Context: an optimization exercise on an open-source flow, tuned for small area. The choices shown serve that exercise and are no tape-out recipe. Only simulation tests tie the RTL to the original design; equivalence was not proved. No driver is modelled on the clock port, so clocking that relies on it looks cheaper here than on a real chip. Power figures rest on the tool's default switching activity, not on a simulated workload.

==> flow/design.v, too long to show whole: its modules and the start of the top module <==
// module fa_cell: 10 lines
// module sel_cell: 11 lines
// module conv_l1: 2237 lines
module conv_l1(
    	input clk,
    	input reset,
    	input [7:0] pxl_in,
		input [7:0] kernel_00, input [7:0] kernel_01, input [7:0] kernel_02,
		input [7:0] kernel_10, input [7:0] kernel_11, input [7:0] kernel_12,
		input [7:0] kernel_20, input [7:0] kernel_21, input [7:0] kernel_22,
    	output [15:0] pxl_out,
		output valid
    );
  // ...
==> flow/flow/run.sh <==
#!/bin/bash
# The standard layout (standard.sh) with a leaner clock tree: clock tree
# synthesis builds sink clusters of buf_12 without dummy loads, then
# post_cts.tcl resizes each leaf buffer to the smallest that keeps the
# flip-flop clock-pin slew under LEAF_SLEW_PS.
set -euo pipefail
here=$(cd "$(dirname "$0")" && pwd)
export CTS_ARGS="-sink_clustering_enable -repair_clock_nets -dont_use_dummy_load -sink_clustering_size 33 -sink_clustering_max_diameter 80 -buf_list sky130_fd_sc_hd__buf_12 -tree_buf sky130_fd_sc_hd__buf_8"
export POST_CTS_TCL="$here/post_cts.tcl"
export LEAF_SLEW_PS=119
export IO_CONSTRAINTS="$here/io.tcl"
export BUFFER_PORTS_ARGS="-buffer_cell sky130_fd_sc_hd__buf_2"
bash standard.sh > standard.log 2>&1
==> flow/flow/io.tcl <==
# All ports on one stretch of the left edge, next to each other, so the
# adder tree and the pixel taps gather there instead of spreading over the die.
set die [[ord::get_db_block] getDieArea]
set h [expr {[$die dy] / 1000.0}]
set lo [expr {int($h / 2 - 85)}]
set hi [expr {int($h / 2 + 85)}]
set_io_pin_constraint -pin_names [get_ports *] -region left:$lo-$hi
==> flow/flow/leafsize.tcl <==
# Resize each clock-tree leaf buffer (one that drives only flip-flop clock
# pins) to the smallest of the candidate buffers (listed by rising area) that
# keeps the slew at its flip-flops' clock pins at most target_ps; if none
# does, to the candidate with the lowest slew.
proc leaf_worst_slew {sinks} {
  set w 0
  foreach pin $sinks {
    foreach q {slew_max_rise slew_max_fall} {
      set s [get_property $pin $q]
      if {$s > $w} { set w $s }
    }
  }
  return $w
}

proc leaf_resize {target_ps cands} {
  set target [expr {$target_ps / 1000.0}]
  set block [ord::get_db_block]
  set n 0
  set before 0.0
  set after 0.0
  foreach inst [$block getInsts] {
    if {![string match "clkbuf_*" [$inst getName]]} continue
    set out ""
    foreach it [$inst getITerms] { if {[$it isOutputSignal]} { set out [$it getNet] } }
    if {$out eq "" || $out eq "NULL"} continue
    set leaf 1
    foreach it [$out getITerms] {
      if {[$it isOutputSignal]} continue
      if {![string match "*__df*" [[[$it getInst] getMaster] getName]]} { set leaf 0; break }
    }
    if {!$leaf} continue
    set sinks [get_pins -of_objects [get_nets [$out getName]] -filter "direction==input"]
    if {[llength $sinks] == 0} continue
    set m [$inst getMaster]
    set before [expr {$before + [$m getWidth] * [$m getHeight] / 1e6}]
    set iname [$inst getName]
    set chosen ""
    set best ""
    set bestw 1e9
    foreach c $cands {
      replace_cell [get_cells $iname] $c
      set w [leaf_worst_slew $sinks]
      if {$w <= $target} { set chosen $c; break }
      if {$w < $bestw} { set bestw $w; set best $c }
    }
    if {$chosen eq ""} { set chosen $best; replace_cell [get_cells $iname] $chosen }
    set m [$inst getMaster]
    set after [expr {$after + [$m getWidth] * [$m getHeight] / 1e6}]
    incr n
  }
  puts [format "leaf_resize: %d leaf buffers, area %.1f -> %.1f um2" $n $before $after]
}
==> flow/flow/post_cts.tcl <==
# Runs at the end of ORFS's CTS step (POST_CTS_TCL): resize the clock-tree
# leaf buffers to the smallest that keeps the flip-flop clock-pin slew low.
source [file join [file dirname [info script]] leafsize.tcl]
set_propagated_clock [all_clocks]
estimate_parasitics -placement
leaf_resize $::env(LEAF_SLEW_PS) {sky130_fd_sc_hd__buf_2 sky130_fd_sc_hd__buf_4 sky130_fd_sc_hd__buf_6 sky130_fd_sc_hd__buf_8 sky130_fd_sc_hd__buf_12 sky130_fd_sc_hd__clkbuf_16 sky130_fd_sc_hd__buf_16}
detailed_placement
check_placement -verbose
==> flow/standard.sh <==
#!/bin/bash
# synth_recipe.tcl (not shown) runs the flow's synth.tcl, then flattens the netlist and writes it again
# the make line also repeats each setting of config.mk as NAME=value (left out here)
make -C /OpenROAD-flow-scripts/flow DESIGN_CONFIG=/design/flow/config.mk WORK_HOME=/design/flow/orfs CLKGATE_MAP_FILE= SYNTH_SCRIPT=/design/flow/synth_recipe.tcl "${@:-finish}"
==> flow/config.mk <==
export PLATFORM = sky130hd
export DESIGN_NAME = conv_l1
export DESIGN_NICKNAME = conv_l1
export VERILOG_FILES = /design/flow/design.v
export SDC_FILE = /design/flow/constraint.sdc
export NUM_CORES = 8
export LEC_CHECK = 0
export CAP_MARGIN = 20
export CORE_MARGIN = 2
export CORE_UTILIZATION = 60
export GPL_TIMING_DRIVEN = 0
export PLACE_DENSITY = 0.75
export SETUP_SLACK_MARGIN = 0.1
export SLEW_MARGIN = 20
export SYNTH_HIERARCHICAL = 1
==> flow/constraint.sdc <==
create_clock -name core_clock -period 12.0 [get_ports {clk}]
set_input_delay 2.4000 -clock core_clock [delete_from_list [all_inputs] [get_ports {clk}]]
set_output_delay 2.4000 -clock core_clock [all_outputs]
set_load 0.01 [all_outputs]
==> results_dict.tcl, run 1 <==
set metrics [dict create \
    outcome "no timing/DRC/antenna violations" \
    layout_commonest_cell "dfxtp_1" \
    drc 0 \
    yosysMostFrequentCell "dfxtp_1" \
    core-area_mm2 0.6625 \
    die_h_um 819.4 \
    cpPeakStageDelay_ns 0.74 \
    syn_area_mm2 0.3989 \
    p_leak_uw 0.1652 \
    routedWlPerCell_um 14.75 \
    nFillCells 44560 \
    synth-seq-cells 19310 \
    design_area_mm2 0.4243 \
    dominant_cells "sequential cells" \
    pg_clk_uw 25100 \
    crit_start "kernel_11[3]" \
    diodes 21 \
    boundaryPins 99 \
    grtUsageTotal 0.1298 \
    nNonClkInverters 35 \
    wl_met3_mm 18.52 \
    clock_area_frac 0.03048 \
    required_ns 9.60 \
    clock_skew_ns 0.1322 \
    nFlopsAndLatches 19310 \
    synth_xor_area_frac 0.0003513 \
    synth-edff-count 0 \
    ys_seq_area_frac 0.9691 \
    via_per_inst 4.195 \
    powerDensity_mw_per_mm2 228.0 \
    period_needed_ns 11.87 \
    synth_top_family_by_area "adder cells" \
    grt-busiest-layer "met1" \
    rsz0062_at_grt "true" \
    regArea_mm2 0.3866 \
    syn_area_per_cell_um2 19.62 \
    place_area_mm2 0.4105 \
    p_int_uw 75400 \
    area_delta_synth_final_pct 6.372 \
]
==> inputs of run 2 (changes only) <==
--- a/flow/design.v
+++ b/flow/design.v
@@ -2240,23 +2240,19 @@
 	assign sum[8] = p8 ^ G1_7;
 	assign sum[9] = p9 ^ G2_8;
 	assign sum[10] = p10 ^ G2_9;
 	assign sum[11] = p11 ^ G2_10;
 	assign sum[12] = p12 ^ G2_11;
 	assign sum[13] = p13 ^ G3_12;
 	assign sum[14] = p14 ^ G3_13;
 	assign sum[15] = p15 ^ G3_14;
-	reg [10:0] counter1;	 
-	reg [1:0] counter2;	 
+	reg [11:0] count;
 	always @(posedge clk) begin
-		if (reset) begin
-			counter1 <= 0;
-			counter2 <= 0; end
-		else if (counter1 == 11'd1199) begin
-			counter1 <= 0;
-			if (counter2 != 2'd2)
-				counter2 <= counter2 + 1; end
+		if (reset)
+			count <= 0;
+		else if (count == 12'd3599)
+			count <= 12'd2400;
 		else
-			counter1 <= counter1 + 1;
+			count <= count + 1;
 	end
-	assign valid = (counter2 == 2'd2) && (counter1 >= 11'd12);
+	assign valid = (count >= 12'd2412);
 endmodule
==> results_dict.tcl, run 2 <==
set metrics [dict create \
    rsz0062_at_grt "true" \
    design_area_mm2 0.4241 \
    setup_ws_ns 0.1404 \
    finalMaxSlewViolations 0 \
    fmax_mhz 84.32 \
    crit_fanout 8 \
    setup_viol 0 \
    ir_worst_vdd_mv 1.075 \
    synthAdderAreaFrac 0.01990 \
    routedWlPerCell_um 14.98 \
    yosys.area_share.simple 0.003209 \
    min_period_over_period 0.9883 \
    nFillCells 44670 \
    layout_commonest_cell "dfxtp_1" \
    nNetsFinal 21610 \
    clock-sinks 19310 \
    syn_area_per_cell_um2 19.62 \
    die_h_um 819.3 \
    r2r_cells 5 \
    area_delta_synth_final_pct 6.350 \
    worstSetupStartpointType "input pin" \
    min_path_type "reg -> reg" \
    regArea_mm2 0.3866 \
    syn_area_mm2 0.3988 \
    postSynth.asyncResetShare 0 \
    place_area_mm2 0.4105 \
    ys_seq_area_frac 0.9692 \
    numPortBuffers 90 \
    core-area_mm2 0.6625 \
    rows 299 \
    largest_reg_flops 19300 \
    hold_violations 0 \
    cts_tree "done" \
    p_leak_uw 0.1652 \
    critPathCaptureType "output pin" \
    top_regs "line (19296), count (12)" \
    required_ns 9.60 \
    routed-via-count 126000 \
    synth_mux_area_frac 0 \
    boundaryPins 99 \
    dieWidth_um 819.3 \
    clock_skew_ns 0.1068 \
    grt_max_degree 34 \
    gp_congestion 0.8376 \
    yosysWarnings 7 \
    outcome "no timing/DRC/antenna violations" \
    grt_overflow_total 0 \
    setup_tns_ns 0 \
    grt_first_pass_wirelength_mm 715.4 \
    cap_violations 0 \
    first_pass_iters 10 \
    synthTopCellsByArea "dfxtp_1, fa_1, a222oi_1" \
    synth_xor_area_frac 0.0003514 \
    synth-edff-count 0 \
    drive_gt1_frac 0.04578 \
    via_per_inst 4.196 \
    clk_latency_ns 1.17 \
    drt_wl_total_mm 449.8 \
    netlist-cell-type-count 34 \
    clk_pin_slew_ns 0.12 \
    worstPathArrival_ns 9.46 \
    drt.antenna.violating_nets 0 \
    synth_ff_type "dfxtp_1" \
    whs_ns 0.2315 \
    grtUsageTotal 0.1325 \
    hpwlAfterDp_mm 244.4 \
    powerDensity_mw_per_mm2 221.9 \
    synth_top_area_share 0.9692 \
    final_cell_mix "dfxtp_1, buf_12, fa_1" \
    syn_inst 20330 \
    relSlewSlack 0.2460 \
    worst_slew_pin_slew_ns 1.131 \
    synth_top_family_by_area "adder cells" \
    yosysMostFrequentCell "dfxtp_1" \
    die_area_mm2 0.6712 \
    holdPathStages 0 \
    drtIter0Drc 7970 \
    dp_worst_setup_slack_ns -0.7407 \
    worstSetupPathType "in -> out" \
    drc 0 \
    synth_compound_area_frac 0.006777 \
    yosys-top-cells-count "dfxtp_1, fa_1, a222oi_1, nand2_1, nor2b_1" \
    dpl.cell_count 29320 \
    regMostFlops "line" \
    multi_input_area_mm2 0.01250 \
    grt_pass1_vias 125800 \
    start_util 0.6019 \
    period_needed_ns 11.86 \
    antenna_found_initial 33 \
    fin_cells 30020 \
    synth_top_cell_by_area "dfxtp_1" \
    synth-seq-cells 19310 \
]
## run 2: cells by family after synthesis
kind of cell	Yosys count
compound gates	277
xor+xnor	16
fa+ha+maj	404
buf+inv	57
flops	19310
other cells	1
simple gates	266
## run 2: layer usage
layer	part of all wire	track usage	up-vias	routed length [um]
met5	0.00028	0	-	128
met2	0.37	0.1794	1450	167600
met3	0.043	0.02341	857	19170
li1	-	-	63980	-
met1	0.55	0.2186	59670	249500
met4	0.030	0.03585	22	13380
## run 2: metrics by stage
stage               total power (uW)  utilization
floorplan                      68210            -
global placement               70150       0.6194
detailed placement             70070       0.6196
global route                   97660       0.6401
finish                         94120       0.6402
## run 2: critical path, stage by stage
cell	delay, ns
buf_2	0.15
nor2b_2	0.65
a222oi_1	0.26
fa_1	0.45
fa_1	0.80
fa_1	0.50
fa_1	0.50
fa_2	0.41
fa_2	0.39
fa_1	0.51
fa_2	0.47
fa_1	0.54
inv_2	0.05
ha_4	0.24
a21oi_4	0.13
o21ai_1	0.09
a41oi_1	0.22
fa_2	0.49
inv_1	0.07
buf_2	0.12
## run 2: final timing paths
kind / start / endpoint / slack, ns
max reg2reg: count[0]$_SDFF_PP0_ / count[4]$_SDFF_PP0_ / 10.36
min: line[13329]$_DFF_P_ / line[13337]$_DFF_P_ / 0.23
max: kernel_02[4] / pxl_out[12] / 0.14
min reg2reg: line[13329]$_DFF_P_ / line[13337]$_DFF_P_ / 0.23
## run 2: Yosys stat by module (local to each module, per instance)
| module | area [um^2] | cells inside | times used |
|---|---|---|---|
| conv_l1 | 388600 | 19690 | 1 |
| fa_cell | 20.02 | 1 | 380 |
| sel_cell | 10.01 | 1 | 256 |
## run 2: cell type report
class,instances,area share
Clock buffer,669,0.03048
Buffer,17,0.0002242
Tap cell,8879,0.02619
Timing Repair Buffer,127,0.001782
Inverter,32,0.0002832
Multi-Input combinational cell,971,0.02948
Antenna cell,20,0.0001180
Sequential cell,19310,0.9114
## run 2: power by group
part           total, uW  switching [uW]  internal (uW)
Clock              25100           16800           8280
Sequential         64100            29.2          64100
Combinational       4920            2800           2110
Total              94100           19600          74500
==> inputs of run 3 (changes only) <==
--- a/flow/flow/run.sh
+++ b/flow/flow/run.sh
@@ -7,7 +7,8 @@
 here=$(cd "$(dirname "$0")" && pwd)
 export CTS_ARGS="-sink_clustering_enable -repair_clock_nets -dont_use_dummy_load -sink_clustering_size 33 -sink_clustering_max_diameter 80 -buf_list sky130_fd_sc_hd__buf_12 -tree_buf sky130_fd_sc_hd__buf_8"
 export POST_CTS_TCL="$here/post_cts.tcl"
-export LEAF_SLEW_PS=119
+export LEAF_SLEW_PS=118
 export IO_CONSTRAINTS="$here/io.tcl"
+export MIN_CLK_ROUTING_LAYER=met2
 export BUFFER_PORTS_ARGS="-buffer_cell sky130_fd_sc_hd__buf_2"
 bash standard.sh > standard.log 2>&1
==> results_dict.tcl, run 3 <==
set metrics [dict create \
    core-area_mm2 0.6625 \
    synth_ff_type "dfxtp_1" \
    p_int_uw 74560 \
    netlist-cell-type-count 34 \
    antenna_found_initial 34 \
    area_delta_synth_final_pct 6.367 \
    worstPathArrival_ns 9.50 \
    drive_gt1_frac 0.04539 \
    boundaryPins 99 \
    power_switching_uw 19590 \
    ys_seq_area_frac 0.9692 \
    largest_reg_flops 19300 \
    clk_pin_slew_ns 0.11 \
    crit_slowest_cell "fa_1" \
    powerDensity_mw_per_mm2 221.9 \
    synth-seq-cells 19310 \
    met1_usage 0.2186 \
    r2r_cells 5 \
    critPathCaptureType "output pin" \
    synth_top_area_share 0.9692 \
    grt_pass1_vias 124300 \
    crit_start "kernel_02[3]" \
    switching_share 0.2081 \
    relSlewSlack 0.2149 \
    rrSetupSlack_ns 10.36 \
    regMostFlops "line" \
    yosysMostFrequentCell "dfxtp_1" \
    syn_area_per_cell_um2 19.62 \
    drc 0 \
    worst_slew_pin_slew_ns 1.175 \
    syn_inst 20330 \
    dp_worst_setup_slack_ns -0.7407 \
    clockPowerShare 0.266 \
    post-route-util 0.6403 \
    drtIter0Drc 7915 \
    cts_tree "done" \
    fmax_mhz 84.02 \
    grtUsageTotal 0.1325 \
    numPortBuffers 90 \
    yosys-top-cells-count "dfxtp_1, fa_1, a222oi_1, nand2_1, nor2b_1" \
    grt_first_pass_wirelength_mm 715.6 \
    hpwlAfterDp_mm 244.4 \
    setup_ws_ns 0.09806 \
    worstSetupStartpointType "input pin" \
    die_area_mm2 0.6712 \
    setup_viol 0 \
    gp_congestion 0.8376 \
    critical_path_depth 20 \
    dieWidth_um 819.3 \
    path_delay_family "adder cells" \
    postSynth.asyncResetShare 0 \
    grt_overflow_total 0 \
    routed-via-count 125400 \
    via_per_inst 4.178 \
    synthTopCellsByArea "dfxtp_1, fa_1, a222oi_1" \
    drt_wl_total_mm 449.5 \
    cp-endpoint "pxl_out[13]" \
    syn_area_mm2 0.3988 \
    synth_top_cell_by_area "dfxtp_1" \
    ir_worst_vdd_mv 1.069 \
    period_needed_ns 11.90 \
    min_path_type "reg -> reg" \
    whs_ns 0.2372 \
    yosysWarnings 7 \
    p_leak_uw 0.1653 \
    pwr-share-seq 0.681 \
    clock-sinks 19310 \
    clock_skew_ns 0.1116 \
    comb_power_share 0.053 \
    finalMaxSlewViolations 0 \
    cpPeakStageDelay_ns 0.79 \
    crit_fanout 8 \
    layout_commonest_cell "dfxtp_1" \
    grt_max_degree 34 \
    rows 299 \
    required_ns 9.60 \
    r2r_end "count[4]$_SDFF_PP0_" \
    min_period_over_period 0.9918 \
    nNetsFinal 21620 \
    start_util 0.6019 \
    top_regs "line (19296), count (12)" \
    outcome "no timing/DRC/antenna violations" \
    cap_violations 0 \
    die_h_um 819.3 \
    finalPower_uw 94150 \
    first_pass_iters 13 \
    use_met2 0.1930 \
    crit_chain "buf_2, nor2b_2, a222oi_1, fa_1, fa_1, fa_1, fa_1, fa_2, fa_2, fa_1, fa_2, fa_1, inv_2, ha_4, nand2_1, o21ai_1, a41oi_2, fa_2, xnor2_2, buf_2" \
    synth-edff-count 0 \
    clk_latency_ns 1.16 \
    drt.antenna.violating_nets 0 \
    grt-busiest-layer "met1" \
    routedWlPerCell_um 14.97 \
    nFillCells 44650 \
    met3_usage 0.02341 \
    r2r_start "count[0]$_SDFF_PP0_" \
    cpMostUsedCell "fa_1" \
    crit_buf_inv 3 \
    rsz0062_at_grt "true" \
    hold_violations 0 \
    final_cell_mix "dfxtp_1, buf_12, fa_1" \
    worstSetupPathType "in -> out" \
]
run 3: cell counts after synthesis:
Identical to the previous run, type by type.
run 3: layout make-up:
cell class,count,area [um^2],share of cell area
Sequential cell,19310,386600,0.9113
Clock buffer,669,13010,0.03067
Multi-Input combinational cell,971,12460,0.02938
Tap cell,8879,11110,0.02619
Timing Repair Buffer,131,793.3,0.001870
Inverter,32,120.1,0.0002832
Buffer,17,91.34,0.0002153
Antenna cell,14,35.03,0.00008259
run 3: power by group through the flow:
| stage | registers, uW | clock network [uW] | logic [uW] |
|---|---|---|---|
| finish | 64100 | 25000 | 4990 |
| detailed placement | 65600 | 0 | 4440 |
| global route | 64100 | 28100 | 5500 |
| floorplan | 65600 | 0 | 2610 |
| global placement | 65600 | 0 | 4530 |
run 3: stage by stage:
| stage | setup TNS, ns | cells | instance area, um^2 |
|---|---|---|---|
| 2_1_floorplan | 0 | 20340 | 398800 |
| 3_3_place_gp | -2.914 | 29310 | 410400 |
| 3_5_place_dp | -2.823 | 29320 | 410500 |
| 5_1_grt | 0 | 30010 | 424200 |
| 6_report | 0 | 30020 | 424200 |
run 3: how the worst min path moves through the flow:
| stage | cells after the start | to | slack, ns | startpoint |
|---|---|---|---|---|
| 2_1_floorplan | 0 | line[10000]$_DFF_P_ | 0.31 | line[9992]$_DFF_P_ |
| 3_3_place_gp | 0 | line[9685]$_DFF_P_ | 0.31 | line[9677]$_DFF_P_ |
| 3_5_place_dp | 0 | line[10366]$_DFF_P_ | 0.31 | line[10358]$_DFF_P_ |
| 5_1_grt | 0 | line[1147]$_DFF_P_ | 0.24 | line[1139]$_DFF_P_ |
| 6_report | 0 | line[12970]$_DFF_P_ | 0.24 | line[12962]$_DFF_P_ |
run 3: worst reg2reg max path, cell delays in order, from the launching register on:
cell	delay, ns
dfxtp_1	0.39
ha_1	0.24
and3_1	0.25
nand3_1	0.21
nand2b_1	0.34
nor2_1	0.09
run 3: kinds of logic after synthesis:
group | after synthesis | share of synthesized area
flops | 19310 | 0.9692
fa+ha+maj | 404 | 0.01990
compound gates | 277 | 0.006777
simple gates | 266 | 0.003209
buf+inv | 57 | 0.0005459
xor+xnor | 16 | 0.0003514
other cells | 1 | 0.000009403
run 3: per-layer routing:
| metal | vias up | wire [um] |
|---|---|---|
| met4 | 26 | 3315 |
| met5 | - | 144 |
| met3 | 121 | 18150 |
| met1 | 59760 | 250100 |
| li1 | 63990 | - |
| met2 | 1518 | 177800 |
run 3: modules after synthesis (local to each module, per instance):
module,copies in the design,cell area (um^2),flip-flops and latches
conv_l1,1,388600,19310
fa_cell,380,20.02,0
sel_cell,256,10.01,0
==> inputs of run 4 (changes only) <==
--- a/flow/flow/run.sh
+++ b/flow/flow/run.sh
@@ -10,5 +10,5 @@
 export LEAF_SLEW_PS=118
 export IO_CONSTRAINTS="$here/io.tcl"
 export MIN_CLK_ROUTING_LAYER=met2
-export BUFFER_PORTS_ARGS="-buffer_cell sky130_fd_sc_hd__buf_2"
+export BUFFER_PORTS_ARGS="-buffer_cell sky130_fd_sc_hd__buf_1"
 bash standard.sh > standard.log 2>&1
==> results_dict.tcl, run 4 <==
set metrics [dict create \
    worstPathArrival_ns 9.44 \
    synth_ff_type "dfxtp_1" \
    antenna_found_initial 32 \
    routedWlPerCell_um 14.97 \
    layout_commonest_cell "dfxtp_1" \
    use_met2 0.1953 \
    clk_latency_ns 1.14 \
    synth_top_area_share 0.9692 \
    regArea_mm2 0.3866 \
    drc 0 \
    worst_slew_pin_slew_ns 1.329 \
    rsz0062_at_grt "true" \
    first_pass_iters 11 \
    numPortBuffers 90 \
    boundaryPins 99 \
    met1_usage 0.2156 \
    grt-busiest-layer "met1" \
    nNetsFinal 21630 \
    min_path_type "reg -> reg" \
    dieWidth_um 819.3 \
    power_switching_uw 19730 \
    hold_violations 0 \
    fmax_mhz 84.44 \
    clock_skew_ns 0.1342 \
    ir_worst_vdd_mv 1.791 \
    ys_seq_area_frac 0.9692 \
    p_int_uw 74690 \
    critPathCaptureType "output pin" \
    die_area_mm2 0.6712 \
    grt_max_degree 34 \
    drt_wl_total_mm 449.6 \
    drt.antenna.violating_nets 0 \
    worstSetupStartpointType "input pin" \
    outcome "no timing/DRC/antenna violations" \
    synth_top_cell_by_area "dfxtp_1" \
    gp_congestion 0.8396 \
    hp-start "line[18773]$_DFF_P_" \
    syn_area_per_cell_um2 19.62 \
    cts_tree "done" \
    area_delta_synth_final_pct 6.396 \
    rows 299 \
    whs_ns 0.2234 \
    period_needed_ns 11.84 \
    core-area_mm2 0.6625 \
    r2r_start "count[0]$_SDFF_PP0_" \
    post-route-util 0.6404 \
    clock-sinks 19310 \
    synth-seq-cells 19310 \
    pwr-share-seq 0.679 \
    min_period_over_period 0.9869 \
    relSlewSlack 0.1140 \
    regMostFlops "line" \
    worstSetupPathType "in -> out" \
    syn_area_mm2 0.3988 \
    synth-edff-count 0 \
    drtIter0Drc 7587 \
    netlist-cell-type-count 34 \
    final_cell_mix "dfxtp_1, buf_12, fa_1" \
    routed-via-count 125300 \
    required_ns 9.60 \
    yosysMostFrequentCell "dfxtp_1" \
    syn_inst 20330 \
    hpwlAfterDp_mm 245.3 \
    postSynth.asyncResetShare 0 \
    yosysWarnings 7 \
    synthTopCellsByArea "dfxtp_1, fa_1, a222oi_1" \
    comb_power_share 0.056 \
    multi_input_area_mm2 0.01248 \
    met3_usage 0.02446 \
    start_util 0.6019 \
    largest_reg_flops 19300 \
    yosys-top-cells-count "dfxtp_1, fa_1, a222oi_1, nand2_1, nor2b_1" \
    grt_overflow_total 0 \
    finalMaxSlewViolations 0 \
    grtUsageTotal 0.1322 \
    top_regs "line (19296), count (12)" \
    die_h_um 819.3 \
    setup_viol 0 \
    switching_share 0.2089 \
    powerDensity_mw_per_mm2 222.5 \
    via_per_inst 4.171 \
    nFillCells 44540 \
    p_leak_uw 0.1652 \
    grt_first_pass_wirelength_mm 714.3 \
    clockPowerShare 0.265 \
    crit_start "kernel_01[7]" \
    clk_pin_slew_ns 0.11 \
    grt_pass1_vias 125000 \
    crit_fanout 5 \
    cap_violations 0 \
    drive_gt1_frac 0.04266 \
]
run 4: cell counts after synthesis:
Identical to the previous run, type by type.
run 4: worst paths after layout:
kind | cells past startpoint | endpoint | slack, ns
max | 20 | pxl_out[12] | 0.16
min reg2reg | 0 | line[18781]$_DFF_P_ | 0.22
min | 0 | line[18781]$_DFF_P_ | 0.22
max reg2reg | 5 | count[0]$_SDFF_PP0_ | 10.47
run 4: worst max-delay path, cell delays in order:
cell and delay [ns]:
clkbuf_2 0.12, and2_4 0.17, a222oi_1 0.88, fa_1 0.63, fa_1 0.55, fa_1 0.44
fa_1 0.50, fa_2 0.43, fa_2 0.36, fa_2 0.57, fa_2 0.49, fa_1 0.54
inv_2 0.05, ha_4 0.24, a21oi_4 0.15, o21ai_2 0.09, a41oi_2 0.18, fa_2 0.48
inv_2 0.07, buf_6 0.09
run 4: area by class of cell:
class	instances	area share
sequential	19310	0.9110
clock buffer	669	0.03067
multi-input combinational	971	0.02941
tap	8879	0.02618
timing repair buffer	139	0.001805
buffer	25	0.0004836
inverter	32	0.0002831
antenna	23	0.0001356
run 4: stage by stage:
stage	total power, uW	worst slack, ns	instances	area [um^2]	TNS (ns)
floorplan	68210	0.5056	20340	398800	0
global placement	69880	-0.7963	29310	410300	-3.080
detailed placement	69820	-0.7877	29330	410400	-3.093
global route	97990	-0.01597	30020	424300	-0.02662
finish	94420	0.1574	30050	424300	0
run 4: per-module statistics from Yosys, one instance, submodules excluded:
module    flip-flops and latches  cells
conv_l1                    19310  19690
fa_cell                        0      1
sel_cell                       0      1
run 4: cell families after synthesis:
logic type      count (synthesis)  share of synthesized area
compound gates                277                   0.006777
xor+xnor                       16                  0.0003514
fa+ha+maj                     404                    0.01990
buf+inv                        57                  0.0005459
flops                       19310                     0.9692
other cells                     1                0.000009403
simple gates                  266                   0.003209
run 4: power groups by stage:
stage               clock network (uW)  logic [uW]  registers [uW]
global placement                     0        4260           65600
global route                     28100        5770           64100
finish                           25000        5260           64100
detailed placement                   0        4200           65600
floorplan                            0        2610           65600
run 4: routing by layer:
metal	wire, um	vias to the layer above	share of wire
met1	248400	59760	0.55
met5	150	-	0.00033
met4	2142	22	0.0048
met3	18350	85	0.041
li1	-	64000	-
met2	180600	1449	0.40
==> inputs of run 5 (changes only) <==
--- a/flow/flow/run.sh
+++ b/flow/flow/run.sh
@@ -10,5 +10,5 @@
 export LEAF_SLEW_PS=118
 export IO_CONSTRAINTS="$here/io.tcl"
 export MIN_CLK_ROUTING_LAYER=met2
-export BUFFER_PORTS_ARGS="-buffer_cell sky130_fd_sc_hd__buf_1"
+export BUFFER_PORTS_ARGS="-buffer_cell sky130_fd_sc_hd__buf_2"
 bash standard.sh > standard.log 2>&1
--- a/flow/flow/post_cts.tcl
+++ b/flow/flow/post_cts.tcl
@@ -6,3 +6,5 @@
 leaf_resize $::env(LEAF_SLEW_PS) {sky130_fd_sc_hd__buf_2 sky130_fd_sc_hd__buf_4 sky130_fd_sc_hd__buf_6 sky130_fd_sc_hd__buf_8 sky130_fd_sc_hd__buf_12 sky130_fd_sc_hd__clkbuf_16 sky130_fd_sc_hd__buf_16}
 detailed_placement
 check_placement -verbose
+source [file join [file dirname [info script]] report_leaf.tcl]
+report_leaf_slews [file join $::env(LOG_DIR) leaf_cts.txt]
==> flow/flow/report_leaf.tcl (new file) <==
# Report, per clock-tree leaf net, the worst flip-flop clock-pin slew (ps)
# with the parasitics estimated at this point of the flow.
proc report_leaf_slews {file} {
  set f [open $file w]
  foreach inst [[ord::get_db_block] getInsts] {
    if {![string match "clkbuf_*" [$inst getName]]} continue
    set out ""
    foreach it [$inst getITerms] { if {[$it isOutputSignal]} { set out [$it getNet] } }
    if {$out eq "" || $out eq "NULL"} continue
    set sinks [get_pins -of_objects [get_nets [$out getName]] -filter "direction==input"]
    set w 0
    foreach pin $sinks {
      foreach q {slew_max_rise slew_max_fall} { set s [get_property $pin $q]; if {$s > $w} { set w $s } }
    }
    puts $f "[$out getName] [[$inst getMaster] getName] [llength $sinks] [format %.2f [expr {$w*1000}]]"
  }
  close $f
}
==> results_dict.tcl, run 5 <==
set metrics [dict create \
    outcome "no timing/DRC/antenna violations" \
    cap_violations 0 \
    core-area_mm2 0.6625 \
    die_area_mm2 0.6712 \
    syn_area_mm2 0.3988 \
    via_per_inst 4.178 \
    worst_slew_pin_slew_ns 1.175 \
    path_delay_family "adder cells" \
    netlist-cell-type-count 34 \
    setup_ws_ns 0.09806 \
    top_regs "line (19296), count (12)" \
    worstSetupStartpointType "input pin" \
    setup_viol 0 \
    routedWlPerCell_um 14.97 \
    synth_ff_type "dfxtp_1" \
    yosysWarnings 7 \
    ys_seq_area_frac 0.9692 \
    synth-edff-count 0 \
    largest_reg_flops 19300 \
    first_pass_iters 13 \
    boundaryPins 99 \
    finalMaxSlewViolations 0 \
    crit_buf_inv 3 \
    antenna_found_initial 34 \
    worstPathArrival_ns 9.50 \
    grt_pass1_vias 124300 \
    ir_worst_vdd_mv 1.069 \
    cpPeakStageDelay_ns 0.79 \
    switching_share 0.2081 \
    start_util 0.6019 \
    regMostFlops "line" \
    required_ns 9.60 \
    min_period_over_period 0.9918 \
    clock_skew_ns 0.1116 \
    drt_wl_total_mm 449.5 \
    die_h_um 819.3 \
    nNetsFinal 21620 \
    final_cell_mix "dfxtp_1, buf_12, fa_1" \
    drc 0 \
    synth_top_cell_by_area "dfxtp_1" \
    period_needed_ns 11.90 \
    syn_inst 20330 \
    area_delta_synth_final_pct 6.367 \
    grt_first_pass_wirelength_mm 715.6 \
    clock-sinks 19310 \
    p_leak_uw 0.1653 \
    power_switching_uw 19590 \
    comb_power_share 0.053 \
    powerDensity_mw_per_mm2 221.9 \
    fmax_mhz 84.02 \
    hpwlAfterDp_mm 244.4 \
    p_int_uw 74560 \
    dieWidth_um 819.3 \
    clk_pin_slew_ns 0.11 \
    nFillCells 44650 \
    synth-seq-cells 19310 \
    gp_congestion 0.8376 \
    pwr-share-seq 0.681 \
    cts_tree "done" \
    synth_top_area_share 0.9692 \
    clockPowerShare 0.266 \
    grt_max_degree 34 \
    crit_chain "buf_2, nor2b_2, a222oi_1, fa_1, fa_1, fa_1, fa_1, fa_2, fa_2, fa_1, fa_2, fa_1, inv_2, ha_4, nand2_1, o21ai_1, a41oi_2, fa_2, xnor2_2, buf_2" \
    setup_tns_ns 0 \
    routed-via-count 125400 \
    cpMostUsedCell "fa_1" \
    layout_commonest_cell "dfxtp_1" \
    syn_area_per_cell_um2 19.62 \
    grt_overflow_total 0 \
    finalPower_uw 94150 \
    worstSetupPathType "in -> out" \
    clk_latency_ns 1.16 \
    rsz0062_at_grt "true" \
    fin_cells 30020 \
    hold_violations 0 \
    yosysMostFrequentCell "dfxtp_1" \
    drtIter0Drc 7915 \
    rows 299 \
    crit_fanout 8 \
    critPathCaptureType "output pin" \
    numPortBuffers 90 \
    grtUsageTotal 0.1325 \
    drt.antenna.violating_nets 0 \
    synthTopCellsByArea "dfxtp_1, fa_1, a222oi_1" \
    yosys-top-cells-count "dfxtp_1, fa_1, a222oi_1, nand2_1, nor2b_1" \
    postSynth.asyncResetShare 0 \
    dp_worst_setup_slack_ns -0.7407 \
    min_path_type "reg -> reg" \
    relSlewSlack 0.2149 \
    dpl.cell_count 29320 \
    crit_slowest_cell "fa_1" \
    drive_gt1_frac 0.04539 \
]
run 5: modules after synthesis (local to each module, per instance):
module	copies in the design	area, um^2	flops+latches
conv_l1	1	388600	19310
fa_cell	380	20.02	0
sel_cell	256	10.01	0
run 5: power groups by stage:
stage	registers, uW	clock network, uW	logic, uW
after floorplan	65600	0	2610
after global placement	65600	0	4530
after detailed placement	65600	0	4440
after global routing	64100	28100	5500
final	64100	25000	4990
run 5: metal layers:
layer	share of wire	up-vias	global-route usage	wire length (um)
li1	-	63990	-	-
met1	0.56	59760	0.2186	250100
met2	0.40	1518	0.1930	177800
met3	0.040	121	0.02341	18150
met4	0.0074	26	0.006717	3315
met5	0.00032	-	0	144
run 5: cell type report:
class                           instances  area [um^2]  area share
Sequential cell                     19310       386600      0.9113
Clock buffer                          669        13010     0.03067
Multi-Input combinational cell        971        12460     0.02938
Tap cell                             8879        11110     0.02619
Timing Repair Buffer                  131        793.3    0.001870
Inverter                               32        120.1   0.0002832
Buffer                                 17        91.34   0.0002153
Antenna cell                           14        35.03  0.00008259
run 5: worst reg2reg max path, cell delays in order, from the launching register on:
cell	delay [ns]
dfxtp_1	0.39
ha_1	0.24
and3_1	0.25
nand3_1	0.21
nand2b_1	0.34
nor2_1	0.09
run 5: per-stage QoR:
| step | hold WS, ns | utilization | area (um^2) |
|---|---|---|---|
| 2_1_floorplan | 0.3096 | - | 398800 |
| 3_3_place_gp | 0.3096 | 0.6194 | 410400 |
| 3_5_place_dp | 0.3121 | 0.6196 | 410500 |
| 5_1_grt | 0.2436 | 0.6402 | 424200 |
| 6_report | 0.2372 | 0.6403 | 424200 |
run 5: kinds of logic (layout without fill, tap and decap cells):
logic type,after synthesis,after routing,share of synthesized area
buffers and inverters,57,849,0.0005459
AND/OR/NAND/NOR,266,266,0.003209
flip-flops,19310,19310,0.9692
other,1,22,0.000009403
XOR/XNOR,16,16,0.0003514
AO/OA/AOI/OAI,277,277,0.006777
adder cells (fa/ha/maj),404,404,0.01990
run 5: worst paths after layout:
check	from	to	slack (ns)	cells after the start
hold reg to reg	line[12962]$_DFF_P_	line[12970]$_DFF_P_	0.24	0
setup reg to reg	count[0]$_SDFF_PP0_	count[4]$_SDFF_PP0_	10.36	5
setup / recovery	kernel_02[3]	pxl_out[13]	0.1	20
hold / removal	line[12962]$_DFF_P_	line[12970]$_DFF_P_	0.24	0
==> inputs of run 6 (changes only) <==
==> flow/flow/run.sh (replaced) <==
#!/bin/bash
# The standard layout (standard.sh), run with these changes:
# - clock tree synthesis builds sink clusters of 33 flip-flops driven by
#   buf_12, with buf_8 above them and no dummy loads; post_cts.tcl then
#   resizes each leaf buffer to the smallest that keeps the flip-flop
#   clock-pin slew under LEAF_SLEW_PS (estimated after placement);
# - io.tcl puts all ports next to each other on the left edge;
# - every port gets a buf_2 as its port buffer (resized later as needed);
# - clock nets may be routed from met2 up.
# ORFS writes each step's full log under orfs/logs; make's own output goes
# to standard.log.
set -euo pipefail
here=$(cd "$(dirname "$0")" && pwd)
export CTS_ARGS="-sink_clustering_enable -repair_clock_nets -dont_use_dummy_load -sink_clustering_size 33 -sink_clustering_max_diameter 80 -buf_list sky130_fd_sc_hd__buf_12 -tree_buf sky130_fd_sc_hd__buf_8"
export POST_CTS_TCL="$here/post_cts.tcl"
export LEAF_SLEW_PS=118
export IO_CONSTRAINTS="$here/io.tcl"
export MIN_CLK_ROUTING_LAYER=met2
export BUFFER_PORTS_ARGS="-buffer_cell sky130_fd_sc_hd__buf_2"
bash standard.sh > standard.log 2>&1
--- a/flow/flow/post_cts.tcl
+++ b/flow/flow/post_cts.tcl
@@ -6,5 +6,3 @@
 leaf_resize $::env(LEAF_SLEW_PS) {sky130_fd_sc_hd__buf_2 sky130_fd_sc_hd__buf_4 sky130_fd_sc_hd__buf_6 sky130_fd_sc_hd__buf_8 sky130_fd_sc_hd__buf_12 sky130_fd_sc_hd__clkbuf_16 sky130_fd_sc_hd__buf_16}
 detailed_placement
 check_placement -verbose
-source [file join [file dirname [info script]] report_leaf.tcl]
-report_leaf_slews [file join $::env(LOG_DIR) leaf_cts.txt]
--- a/flow/config.mk
+++ b/flow/config.mk
@@ -7,9 +7,9 @@
 export LEC_CHECK = 0
 export CAP_MARGIN = 20
 export CORE_MARGIN = 2
-export CORE_UTILIZATION = 60
+export CORE_UTILIZATION = 55
 export GPL_TIMING_DRIVEN = 0
-export PLACE_DENSITY = 0.75
+export PLACE_DENSITY = 0.7
 export SETUP_SLACK_MARGIN = 0.1
 export SLEW_MARGIN = 20
 export SYNTH_HIERARCHICAL = 1
removed: flow/flow/report_leaf.tcl
==> results_dict.tcl, run 6 <==
set metrics [dict create \
    outcome "no timing/DRC/antenna violations" \
    routedWlPerCell_um 14.10 \
    worstPathArrival_ns 9.47 \
    crit_fanout 8 \
    boundaryPins 99 \
    powerDensity_mw_per_mm2 225.5 \
    drt_wl_total_mm 432.9 \
    drive_gt1_frac 0.04330 \
    r2r_end "count[4]$_SDFF_PP0_" \
    core-area_mm2 0.7222 \
    layout_commonest_cell "dfxtp_1" \
    rrSetupSlack_ns 10.52 \
    critPathCaptureType "output pin" \
    cap_violations 0 \
    synth_top_cell_by_area "dfxtp_1" \
    synth_top_area_share 0.9692 \
    grt_overflow_total 0 \
    crit_start "kernel_10[4]" \
    syn_area_per_cell_um2 19.62 \
    worst_slew_pin_slew_ns 1.322 \
    crit_slowest_cell "nor2b_1" \
    drt.antenna.violating_nets 0 \
    area_delta_synth_final_pct 6.574 \
    clk_latency_ns 1.19 \
    syn_area_mm2 0.3988 \
    drc 0 \
    synth-seq-cells 19310 \
    critical_path_depth 20 \
    relSlewSlack 0.1185 \
    path_delay_family "adder cells" \
    clock_skew_ns 0.1658 \
    hpwlAfterDp_mm 236.1 \
    p_leak_uw 0.1652 \
    r2r_cells 5 \
    nNetsFinal 21600 \
    syn_inst 20330 \
    met3_usage 0.02261 \
    postSynth.asyncResetShare 0 \
    worstSetupStartpointType "input pin" \
    grt-busiest-layer "met1" \
    routed-via-count 125700 \
    first_pass_iters 13 \
    hold_violations 0 \
    cpPeakStageDelay_ns 0.83 \
    grt_pass1_vias 124300 \
    setup_ws_ns 0.1313 \
    grt_max_degree 34 \
    gp_congestion 0.7991 \
    cp-endpoint "pxl_out[13]" \
    use_met2 0.1683 \
    synthTopCellsByArea "dfxtp_1, fa_1, a222oi_1" \
    period_needed_ns 11.87 \
    yosysWarnings 7 \
    clock-sinks 19310 \
    rsz0062_at_grt "true" \
    clk_pin_slew_ns 0.12 \
    crit_chain "buf_2, nor2b_1, a222oi_1, fa_1, fa_1, fa_2, fa_1, fa_2, fa_2, fa_1, fa_1, fa_1, inv_2, ha_4, nand2_4, o21ai_2, a41oi_2, fa_2, xnor2_4, buf_6" \
    crit_buf_inv 3 \
    multi_input_area_mm2 0.01244 \
    ir_worst_vdd_mv 1.912 \
    min_path_type "reg -> reg" \
    via_per_inst 4.094 \
    grtUsageTotal 0.1165 \
    regMostFlops "line" \
    die_h_um 855.5 \
    cts_tree "done" \
    yosysMostFrequentCell "dfxtp_1" \
    synth_ff_type "dfxtp_1" \
    met1_usage 0.1917 \
    finalMaxSlewViolations 0 \
    netlist-cell-type-count 34 \
    cpMostUsedCell "fa_1" \
    top_regs "line (19296), count (12)" \
    largest_reg_flops 19300 \
    finalPower_uw 95860 \
    dieWidth_um 855.5 \
    regArea_mm2 0.3866 \
    min_period_over_period 0.9891 \
    drtIter0Drc 7881 \
    rows 312 \
    synth-edff-count 0 \
    grt_first_pass_wirelength_mm 696.0 \
    yosys-top-cells-count "dfxtp_1, fa_1, a222oi_1, nand2_1, nor2b_1" \
    final_cell_mix "dfxtp_1, buf_12, fa_1" \
    r2r_start "count[0]$_SDFF_PP0_" \
    fmax_mhz 84.26 \
    worstSetupPathType "in -> out" \
    die_area_mm2 0.7319 \
    ys_seq_area_frac 0.9692 \
    required_ns 9.60 \
    dp_worst_setup_slack_ns -1.113 \
    setup_viol 0 \
    start_util 0.5522 \
    numPortBuffers 90 \
    nFillCells 52740 \
    antenna_found_initial 39 \
]
-- run 6: cell count changes in the layout (fill, tap and decap cells not counted), sizes merged --
cell	change
clkbuf	+15
buf	-34
and2	+1
diode	+10
-- run 6: metal layers --
layer  wire, um  up-vias
met2     168700     1548
met1     242400    60120
met5        154        -
met4       2485       24
li1           -    63960
met3      19210       88
-- run 6: metrics by stage --
step | util | TNS, ns | cell area (um^2) | instances | hold WS, ns
3_3_place_gp | 0.5695 | -4.908 | 411300 | 30000 | 0.3097
6_report | 0.5885 | 0 | 425000 | 30710 | 0.1896
5_1_grt | 0.5885 | 0 | 425000 | 30690 | 0.1801
2_1_floorplan | - | 0 | 398800 | 20340 | 0.3096
3_5_place_dp | 0.5696 | -4.563 | 411300 | 30020 | 0.3121
-- run 6: area by class of cell --
cell class                 instances  share of cell area
tap                             9577             0.02819
buffer                            17           0.0002414
timing repair buffer             114            0.001528
sequential                     19310              0.9095
antenna                           24           0.0001413
clock buffer                     667             0.03085
inverter                          32           0.0002826
multi-input combinational        972             0.02927
-- run 6: cells by family (layout without fill, tap and decap cells) --
| logic type | after synthesis | count (layout) | synth area share |
|---|---|---|---|
| AO/OA/AOI/OAI | 277 | 277 | 0.006777 |
| AND/OR/NAND/NOR | 266 | 267 | 0.003209 |
| flip-flops | 19310 | 19310 | 0.9692 |
| other | 1 | 32 | 0.000009403 |
| XOR/XNOR | 16 | 16 | 0.0003514 |
| adder cells (fa/ha/maj) | 404 | 404 | 0.01990 |
| buffers and inverters | 57 | 830 | 0.0005459 |
-- run 6: worst min-delay path by stage --
| stage | endpoint | depth (start not counted) | start | slack [ns] |
|---|---|---|---|---|
| 2_1_floorplan | line[10000]$_DFF_P_ | 0 | line[9992]$_DFF_P_ | 0.31 |
| 3_3_place_gp | line[9691]$_DFF_P_ | 0 | line[9683]$_DFF_P_ | 0.31 |
| 3_5_place_dp | line[10015]$_DFF_P_ | 0 | line[10007]$_DFF_P_ | 0.31 |
| 5_1_grt | line[17689]$_DFF_P_ | 0 | line[17681]$_DFF_P_ | 0.18 |
| 6_report | line[17689]$_DFF_P_ | 0 | line[17681]$_DFF_P_ | 0.19 |
-- run 6: where the power goes --
group          total, uW  leakage, uW  switching [uW]  internal [uW]
Clock              25000      0.00622           16700           8370
Sequential         64100        0.156            26.5          64100
Combinational       6710      0.00344            4130           2580
Total              95900        0.165           20800          75000
-- run 6: per-module statistics from Yosys (local to each module, per instance) --
module / flops+latches / copies in the design / cell area (um^2) / cells
fa_cell: 0 / 380 / 20.02 / 1
conv_l1: 19310 / 1 / 388600 / 19690
sel_cell: 0 / 256 / 10.01 / 1
==> inputs of run 7 (changes only) <==
--- a/flow/config.mk
+++ b/flow/config.mk
@@ -7,9 +7,9 @@
 export LEC_CHECK = 0
 export CAP_MARGIN = 20
 export CORE_MARGIN = 2
-export CORE_UTILIZATION = 55
+export CORE_UTILIZATION = 64
 export GPL_TIMING_DRIVEN = 0
-export PLACE_DENSITY = 0.7
+export PLACE_DENSITY = 0.8
 export SETUP_SLACK_MARGIN = 0.1
 export SLEW_MARGIN = 20
 export SYNTH_HIERARCHICAL = 1
==> results_dict.tcl, run 7 <==
set metrics [dict create \
    outcome "no timing/DRC/antenna violations" \
    routedWlPerCell_um 17.11 \
    powerDensity_mw_per_mm2 222.9 \
    synth_top_area_share 0.9692 \
    clock-sinks 19310 \
    whs_ns 0.1811 \
    first_pass_iters 13 \
    relSlewSlack 0.2627 \
    final_cell_mix "dfxtp_1, buf_12, fa_1" \
    drtIter0Drc 8433 \
    clk_latency_ns 1.18 \
    crit_fanout 8 \
    period_needed_ns 11.90 \
    synth_top_cell_by_area "dfxtp_1" \
    regMostFlops "line" \
    hold_violations 0 \
    hp-start "line[745]$_DFF_P_" \
    grt_first_pass_wirelength_mm 788.2 \
    boundaryPins 99 \
    required_ns 9.60 \
    top_regs "line (19296), count (12)" \
    die_h_um 793.4 \
    drc 0 \
    crit_start "kernel_02[5]" \
    layout_commonest_cell "dfxtp_1" \
    cap_violations 0 \
    gp_congestion 0.8452 \
    netlist-cell-type-count 34 \
    worst_slew_pin_slew_ns 1.106 \
    ir_worst_vdd_mv 1.783 \
    dp_worst_setup_slack_ns -0.7702 \
    antenna_found_initial 33 \
    fmax_mhz 84.02 \
    grt_pass1_vias 132000 \
    rsz0062_at_grt "false" \
    syn_inst 20330 \
    hpwlAfterDp_mm 256.0 \
    start_util 0.6431 \
    drt_wl_total_mm 503.3 \
    min_path_type "reg -> reg" \
    synthTopCellsByArea "dfxtp_1, fa_1, a222oi_1" \
    area_delta_synth_final_pct 6.276 \
    ys_seq_area_frac 0.9692 \
    rrSetupSlack_ns 10.42 \
    worstSetupPathType "in -> out" \
    postSynth.asyncResetShare 0 \
    synth-edff-count 0 \
    min_period_over_period 0.9918 \
    largest_reg_flops 19300 \
    nNetsFinal 21600 \
    routed-via-count 126600 \
    via_per_inst 4.304 \
    post-route-util 0.6835 \
    setup_ws_ns 0.09838 \
    clock_skew_ns 0.1610 \
    yosysMostFrequentCell "dfxtp_1" \
    drive_gt1_frac 0.04425 \
    grtUsageTotal 0.1595 \
    die_area_mm2 0.6295 \
    syn_area_per_cell_um2 19.62 \
    setup_viol 0 \
    drt.antenna.violating_nets 0 \
    core-area_mm2 0.6201 \
    syn_area_mm2 0.3988 \
    cts_tree "done" \
    yosysWarnings 7 \
    design_area_mm2 0.4238 \
    grt_max_degree 34 \
    rows 289 \
    numPortBuffers 90 \
    place_area_mm2 0.4098 \
    critPathCaptureType "output pin" \
    finalMaxSlewViolations 0 \
    worstSetupStartpointType "input pin" \
    grt_overflow_total 0 \
    clk_pin_slew_ns 0.12 \
    r2r_start "count[0]$_SDFF_PP0_" \
    p_leak_uw 0.1655 \
    synth-seq-cells 19310 \
    synth_ff_type "dfxtp_1" \
    worstPathArrival_ns 9.50 \
    yosys-top-cells-count "dfxtp_1, fa_1, a222oi_1, nand2_1, nor2b_1" \
    dieWidth_um 793.4 \
]
-- run 7: cell counts after synthesis --
No cell type changed its count.
-- run 7: routing by layer --
metal / vias up / track usage / routed length, um / share of wire
li1: 63920 / - / - / -
met1: 61010 / 0.2448 / 257200 / 0.51
met2: 1478 / 0.2579 / 226000 / 0.45
met3: 141 / 0.02342 / 17010 / 0.034
met4: 36 / 0.006807 / 2834 / 0.0056
met5: - / 0 / 223 / 0.00044
-- run 7: per-stage QoR --
step,setup TNS (ns),power [uW],instances
finish,0,94480,29410
global route,0,97650,29410
detailed placement,-3.001,70010,28740
global placement,-3.409,70060,28720
floorplan,0,68210,20340
-- run 7: cells by family after synthesis --
kind of cell | Yosys count | share of synthesized area
compound gates | 277 | 0.006777
xor+xnor | 16 | 0.0003514
fa+ha+maj | 404 | 0.01990
buf+inv | 57 | 0.0005459
flops | 19310 | 0.9692
other cells | 1 | 0.000009403
simple gates | 266 | 0.003209
-- run 7: worst max-delay path, cell delays in order --
cell	delay, ns
buf_2	0.11
nor2b_2	0.71
a222oi_1	0.39
fa_1	0.53
fa_2	0.65
fa_2	0.49
fa_2	0.41
fa_2	0.44
fa_2	0.35
fa_1	0.54
fa_2	0.49
fa_1	0.52
inv_1	0.06
ha_4	0.29
nand2_1	0.07
o21ai_1	0.17
a41oi_2	0.07
fa_2	0.59
inv_1	0.04
buf_2	0.13
-- run 7: layout make-up --
class / count / area [um^2]
plain buffers: 17 / 105.1
diodes: 8 / 20.02
inverters: 32 / 120.1
flip-flops and latches: 19310 / 386600
well taps: 8293 / 10380
multi-input cells: 971 / 12430
clock buffers: 666 / 13560
fillers: 37520 / 196300
repair buffers: 114 / 649.4
-- run 7: where the power goes --
group	leakage [uW]	switching [uW]	internal [uW]
combinational	0.00345	2770	1990
clock	0.00650	17000	8560
sequential	0.156	29.2	64100
-- run 7: path summary, 6_finish.rpt --
check,end,cells past startpoint
max,pxl_out[12],20
min,line[753]$_DFF_P_,0
max reg2reg,count[9]$_SDFF_PP0_,5
min reg2reg,line[753]$_DFF_P_,0
-- run 7: per-module statistics from Yosys (local to each module, per instance) --
module	flops+latches	cells inside	copies in the design
fa_cell	0	1	380
sel_cell	0	1	256
conv_l1	19310	19690	1
==> inputs of run 8 (changes only) <==
--- a/flow/config.mk
+++ b/flow/config.mk
@@ -7,9 +7,10 @@
 export LEC_CHECK = 0
 export CAP_MARGIN = 20
 export CORE_MARGIN = 2
-export CORE_UTILIZATION = 64
+export CORE_UTILIZATION = 60
 export GPL_TIMING_DRIVEN = 0
-export PLACE_DENSITY = 0.8
+export PLACE_DENSITY = 0.75
 export SETUP_SLACK_MARGIN = 0.1
 export SLEW_MARGIN = 20
 export SYNTH_HIERARCHICAL = 1
+export TNS_END_PERCENT = 10
==> results_dict.tcl, run 8 <==
set metrics [dict create \
    path_delay_family "adder cells" \
    relSlewSlack 0.1597 \
    syn_inst 20330 \
    rsz0062_at_grt "true" \
    worstPathArrival_ns 9.65 \
    cpPeakStageDelay_ns 0.91 \
    first_pass_iters 12 \
    syn_area_per_cell_um2 19.62 \
    clock-sinks 19310 \
    drive_gt1_frac 0.04414 \
    drtIter0Drc 8009 \
    dp_worst_setup_slack_ns -0.7407 \
    ir_worst_vdd_mv 1.039 \
    crit_slowest_cell "nor2b_1" \
    outcome "finished with violations" \
    grtUsageTotal 0.1324 \
    numPortBuffers 90 \
    setup_tns_ns -0.06655 \
    clock_skew_ns 0.1140 \
    synth_mux_area_frac 0 \
    worst_slew_pin_slew_ns 1.260 \
    yosysMostFrequentCell "dfxtp_1" \
    top_regs "line (19296), count (12)" \
    syn_area_mm2 0.3988 \
    r2r_start "count[0]$_SDFF_PP0_" \
    hold_violations 0 \
    synth-edff-count 0 \
    min_period_over_period 1.004 \
    whs_ns 0.2351 \
    area_delta_synth_final_pct 6.325 \
    hold_end "line[12970]$_DFF_P_" \
    layout_commonest_cell "dfxtp_1" \
    cap_violations 0 \
    dieWidth_um 819.3 \
    netlist-cell-type-count 34 \
    critPathCaptureType "output pin" \
    r2r_cells 5 \
    synth-seq-cells 19310 \
    rows 299 \
    clk_pin_slew_ns 0.11 \
    start_util 0.6019 \
    setup_viol 2 \
    routedWlPerCell_um 14.97 \
    p_leak_uw 0.1652 \
    grt_pass1_vias 124300 \
    violations "negative setup slack" \
    holdPathStages 0 \
    via_per_inst 4.177 \
    synthAdderAreaFrac 0.01990 \
    final_cell_mix "dfxtp_1, buf_12, fa_1" \
    regMostFlops "line" \
    powerDensity_mw_per_mm2 221.7 \
    setup_ws_ns -0.05056 \
    yosys.area_share.simple 0.003209 \
    antenna_found_initial 33 \
    period_needed_ns 12.05 \
    nNetsFinal 21600 \
    grt_max_degree 34 \
    synth_xor_area_frac 0.0003514 \
    cts_tree "done" \
    postSynth.asyncResetShare 0 \
    clk_latency_ns 1.16 \
    crit_buf_inv 4 \
    hp-start "line[12962]$_DFF_P_" \
    cpMostUsedCell "fa_1" \
    worstSetupPathType "in -> out" \
    hpwlAfterDp_mm 244.4 \
    synthTopCellsByArea "dfxtp_1, fa_1, a222oi_1" \
    grt_overflow_total 0 \
    largest_reg_flops 19300 \
    synth_top_cell_by_area "dfxtp_1" \
    core-area_mm2 0.6625 \
    finalMaxSlewViolations 0 \
    required_ns 9.60 \
    drc 0 \
    routed-via-count 125300 \
    r2r_end "count[4]$_SDFF_PP0_" \
    ys_seq_area_frac 0.9692 \
    grt_first_pass_wirelength_mm 715.1 \
    synth_ff_type "dfxtp_1" \
    boundaryPins 99 \
    synth_top_family_by_area "adder cells" \
    rrSetupSlack_ns 10.36 \
    yosysWarnings 7 \
    die_h_um 819.3 \
    fmax_mhz 82.98 \
    crit_chain "buf_2, nor2b_1, a222oi_1, fa_1, fa_1, fa_1, fa_1, fa_2, fa_2, fa_1, fa_2, fa_1, inv_1, ha_4, nand2_1, o21ai_1, a41oi_2, fa_2, inv_1, buf_2" \
    drt_wl_total_mm 449.2 \
    crit_fanout 8 \
    min_path_type "reg -> reg" \
    synth_top_area_share 0.9692 \
    gp_congestion 0.8376 \
    synth_compound_area_frac 0.006777 \
    yosys-top-cells-count "dfxtp_1, fa_1, a222oi_1, nand2_1, nor2b_1" \
    die_area_mm2 0.6712 \
    drt.antenna.violating_nets 0 \
    worstSetupStartpointType "input pin" \
]
-- run 8: cell count changes in the layout (fill, tap and decap cells not counted), moves of 5 or more --
cell / previous run / this run
buf_12: 434 / 551
clkbuf_16: 150 / 32
clkbuf_4: 4 / 9
diode_2: 8 / 17
fa_1: 323 / 331
fa_2: 61 / 53
-- run 8: logic make-up (layout without fill, tap and decap cells) --
family | after synthesis | in the layout
AOI/OAI and AO/OA | 277 | 277
adders and majority gates | 404 | 404
xor gates and xnor gates | 16 | 16
other | 1 | 25
DFF | 19310 | 19310
and+or+nand+nor | 266 | 266
buffers and inverters | 57 | 836
-- run 8: layer usage --
metal	GRT usage	share of wire
met1	0.2185	0.56
met2	0.1927	0.40
met3	0.02347	0.040
met4	0.006887	0.0069
met5	0	0.00026
-- run 8: worst register-to-register path: cells and delay by family, from the launching register on --
family                     cells  cell delay (ns)
and+or+nand+nor                4             0.89
DFF                            1             0.39
adders and majority gates      1             0.24
-- run 8: cell type report --
type / count / area (um^2)
Fill cell: 44670 / 238500
Clock buffer: 669 / 13010
Antenna cell: 17 / 42.54
Tap cell: 8879 / 11110
Buffer: 17 / 88.84
Sequential cell: 19310 / 386600
Timing Repair Buffer: 118 / 679.4
Multi-Input combinational cell: 971 / 12410
Inverter: 32 / 120.1
-- run 8: how the worst max path moves through the flow --
stage | depth (start not counted) | endpoint | startpoint | slack, ns
floorplan | 20 | pxl_out[13] | pxl_in[7] | 0.51
global placement | 22 | pxl_out[15] | pxl_in[5] | -0.72
detailed placement | 22 | pxl_out[13] | pxl_in[5] | -0.74
global route | 21 | pxl_out[12] | kernel_22[0] | -0.02
finish | 20 | pxl_out[12] | kernel_10[7] | -0.05
-- run 8: through the flow --
stage               std cells  cell area [um^2]  total power (uW)    util
floorplan               20340            398800             68210       -
global placement        29310            410400             70150  0.6194
detailed placement      29320            410500             70070  0.6196
global route            30000            424000             97610  0.6400
finish                  30010            424000             94000  0.6400
-- run 8: report_power, final --
group | switching (uW) | total (uW) | internal [uW]
clock network | 16700 | 25100 | 8320
logic | 2770 | 4820 | 2050
registers | 29.7 | 64100 | 64100
-- run 8: Yosys stat by module (local to each module, per instance) --
module / flops+latches / cell area (um^2) / cells inside
conv_l1: 19310 / 388600 / 19690
fa_cell: 0 / 20.02 / 1
sel_cell: 0 / 10.01 / 1
==> inputs of run 9 (changes only) <==
--- a/flow/config.mk
+++ b/flow/config.mk
@@ -13,4 +13,3 @@
 export SETUP_SLACK_MARGIN = 0.1
 export SLEW_MARGIN = 20
 export SYNTH_HIERARCHICAL = 1
-export TNS_END_PERCENT = 10
==> results_dict.tcl, run 9 <==
set metrics [dict create \
    outcome "no timing/DRC/antenna violations" \
    postSynth.asyncResetShare 0 \
    boundaryPins 99 \
    routed-via-count 125400 \
    multi_input_area_mm2 0.01246 \
    dieWidth_um 819.3 \
    setup_tns_ns 0 \
    start_util 0.6019 \
    die_area_mm2 0.6712 \
    yosys-top-cells-count "dfxtp_1, fa_1, a222oi_1, nand2_1, nor2b_1" \
    synth_ff_type "dfxtp_1" \
    syn_area_mm2 0.3988 \
    drt_wl_total_mm 449.5 \
    ys_seq_area_frac 0.9692 \
    fin_cells 30020 \
    required_ns 9.60 \
    whs_ns 0.2372 \
    die_h_um 819.3 \
    first_pass_iters 13 \
    grt_overflow_total 0 \
    min_period_over_period 0.9918 \
    hold_end "line[12970]$_DFF_P_" \
    final_cell_mix "dfxtp_1, buf_12, fa_1" \
    hold_violations 0 \
    powerDensity_mw_per_mm2 221.9 \
    antenna_found_initial 34 \
    grt_pass1_vias 124300 \
    grt_first_pass_wirelength_mm 715.6 \
    fmax_mhz 84.02 \
    cts_tree "done" \
    dpl.cell_count 29320 \
    critPathCaptureType "output pin" \
    rows 299 \
    synthTopCellsByArea "dfxtp_1, fa_1, a222oi_1" \
    synth_top_area_share 0.9692 \
    rsz0062_at_grt "true" \
    syn_area_per_cell_um2 19.62 \
    numPortBuffers 90 \
    regMostFlops "line" \
    worstSetupPathType "in -> out" \
    synth-seq-cells 19310 \
    via_per_inst 4.178 \
    nNetsFinal 21620 \
    ir_worst_vdd_mv 1.069 \
    r2r_cells 5 \
    relSlewSlack 0.2149 \
    nFillCells 44650 \
    worst_slew_pin_slew_ns 1.175 \
    yosysWarnings 7 \
    drive_gt1_frac 0.04539 \
    core-area_mm2 0.6625 \
    worstPathArrival_ns 9.50 \
    rrSetupSlack_ns 10.36 \
    drc 0 \
    top_regs "line (19296), count (12)" \
    r2r_start "count[0]$_SDFF_PP0_" \
    synth-edff-count 0 \
    drt.antenna.violating_nets 0 \
    syn_inst 20330 \
    r2r_end "count[4]$_SDFF_PP0_" \
    netlist-cell-type-count 34 \
    synth_top_cell_by_area "dfxtp_1" \
    clock-sinks 19310 \
    worstSetupStartpointType "input pin" \
    yosysMostFrequentCell "dfxtp_1" \
    min_path_type "reg -> reg" \
    regArea_mm2 0.3866 \
    clk_latency_ns 1.16 \
    routedWlPerCell_um 14.97 \
    period_needed_ns 11.90 \
    p_leak_uw 0.1653 \
    clk_pin_slew_ns 0.11 \
    gp_congestion 0.8376 \
    largest_reg_flops 19300 \
    hp-start "line[12962]$_DFF_P_" \
    grt_max_degree 34 \
    holdPathStages 0 \
    crit_fanout 8 \
    grtUsageTotal 0.1325 \
    cap_violations 0 \
    hpwlAfterDp_mm 244.4 \
    drtIter0Drc 7915 \
    finalMaxSlewViolations 0 \
    setup_viol 0 \
    area_delta_synth_final_pct 6.367 \
    clock_skew_ns 0.1116 \
    layout_commonest_cell "dfxtp_1" \
]
-- run 9: modules after synthesis, one instance, submodules excluded --
module | area (um^2) | cells
conv_l1 | 388600 | 19690
fa_cell | 20.02 | 1
sel_cell | 10.01 | 1
-- run 9: cell families after synthesis --
logic type                 Yosys count  share of synthesized area
adders and majority gates          404                    0.01990
other                                1                0.000009403
DFF                              19310                     0.9692
buffers and inverters               57                  0.0005459
xor gates and xnor gates            16                  0.0003514
and+or+nand+nor                    266                   0.003209
AOI/OAI and AO/OA                  277                   0.006777
-- run 9: routing by layer --
layer / vias up / global-route usage / share of wire
li1: 63990 / - / -
met1: 59760 / 0.2186 / 0.56
met2: 1518 / 0.1930 / 0.40
met3: 121 / 0.02341 / 0.040
met4: 26 / 0.006717 / 0.0074
met5: - / 0 / 0.00032
-- run 9: worst max-delay path: stages --
cell      delay (ns)
buf_2           0.20
nor2b_2         0.64
a222oi_1        0.27
fa_1            0.47
fa_1            0.79
fa_1            0.50
fa_1            0.50
fa_2            0.40
fa_2            0.38
fa_1            0.51
fa_2            0.47
fa_1            0.54
inv_2           0.05
ha_4            0.30
nand2_1         0.07
o21ai_1         0.17
a41oi_2         0.06
fa_2            0.38
xnor2_2         0.20
buf_2           0.16
-- run 9: per-stage QoR --
step	utilization	power (uW)	worst slack [ns]	area, um^2
floorplan	-	68210	0.5056	398800
global placement	0.6194	70150	-0.7243	410400
detailed placement	0.6196	70070	-0.7407	410500
global route	0.6402	97730	0.04505	424200
finish	0.6403	94150	0.09806	424200
-- run 9: power by group --
group          internal (uW)  switching [uW]
registers              64100            29.1
clock network           8320           16700
logic                   2150            2840
-- run 9: worst max-delay path by stage --
stage	start	slack, ns	to
after global placement	pxl_in[5]	-0.72	pxl_out[15]
after global routing	kernel_20[6]	0.05	pxl_out[15]
after detailed placement	pxl_in[5]	-0.74	pxl_out[13]
final	kernel_02[3]	0.1	pxl_out[13]
after floorplan	pxl_in[7]	0.51	pxl_out[13]
-- run 9: layout make-up --
| type | instances | share of cell area |
|---|---|---|
| Sequential cell | 19310 | 0.9113 |
| Buffer | 17 | 0.0002153 |
| Tap cell | 8879 | 0.02619 |
| Clock buffer | 669 | 0.03067 |
| Timing Repair Buffer | 131 | 0.001870 |
| Inverter | 32 | 0.0002832 |
| Antenna cell | 14 | 0.00008259 |
| Multi-Input combinational cell | 971 | 0.02938 |

-- static timing again, ports no longer ideal --
In the flow no input, the clock included, has a driving cell. The finished layouts below were timed again as built, in two steps.
Step 1 (the two cells are an assumption about what drives the block):
set clk [get_ports {clk}]
set_driving_cell -lib_cell sky130_fd_sc_hd__clkbuf_16 $clk
set_driving_cell -lib_cell sky130_fd_sc_hd__buf_2 [delete_from_list [all_inputs] $clk]
Step 2 also shifts input and output timing later by t, the mid clock arrival at the registers, as if the neighbouring blocks saw the same clock.
a / b / c = ideal / step 1 / step 2; a / b = the first two.
run | shift t [ns] | slack for setup (ns) | worst setup path after step 2 | worst register clock-pin slew, ns
run 1 | 1.192 | 0.135 / 0.033 / 0.033 | input to output | 0.12 / 0.12
run 2 | 1.174 | 0.140 / 0.028 / 0.028 | input to output | 0.13 / 0.13
run 3 | 1.161 | 0.098 / 0.037 / 0.037 | input to output | 0.12 / 0.12
run 4 | 1.136 | 0.157 / 0.005 / 0.005 | input to output | 0.12 / 0.12
run 5 | 1.161 | 0.098 / 0.037 / 0.037 | input to output | 0.12 / 0.12
run 6 | 1.169 | 0.131 / 0.037 / 0.037 | input to output | 0.12 / 0.12
run 7 | 1.166 | 0.098 / 0.043 / 0.043 | input to output | 0.13 / 0.13
run 8 | 1.164 | -0.051 / -0.114 / -0.114 | input to output | 0.13 / 0.13
run 9 | 1.161 | 0.098 / 0.037 / 0.037 | input to output | 0.12 / 0.12
The setup slack of run 4, which loses most, moves by -0.152 ns with the drivers and by -0.152 ns with both steps.
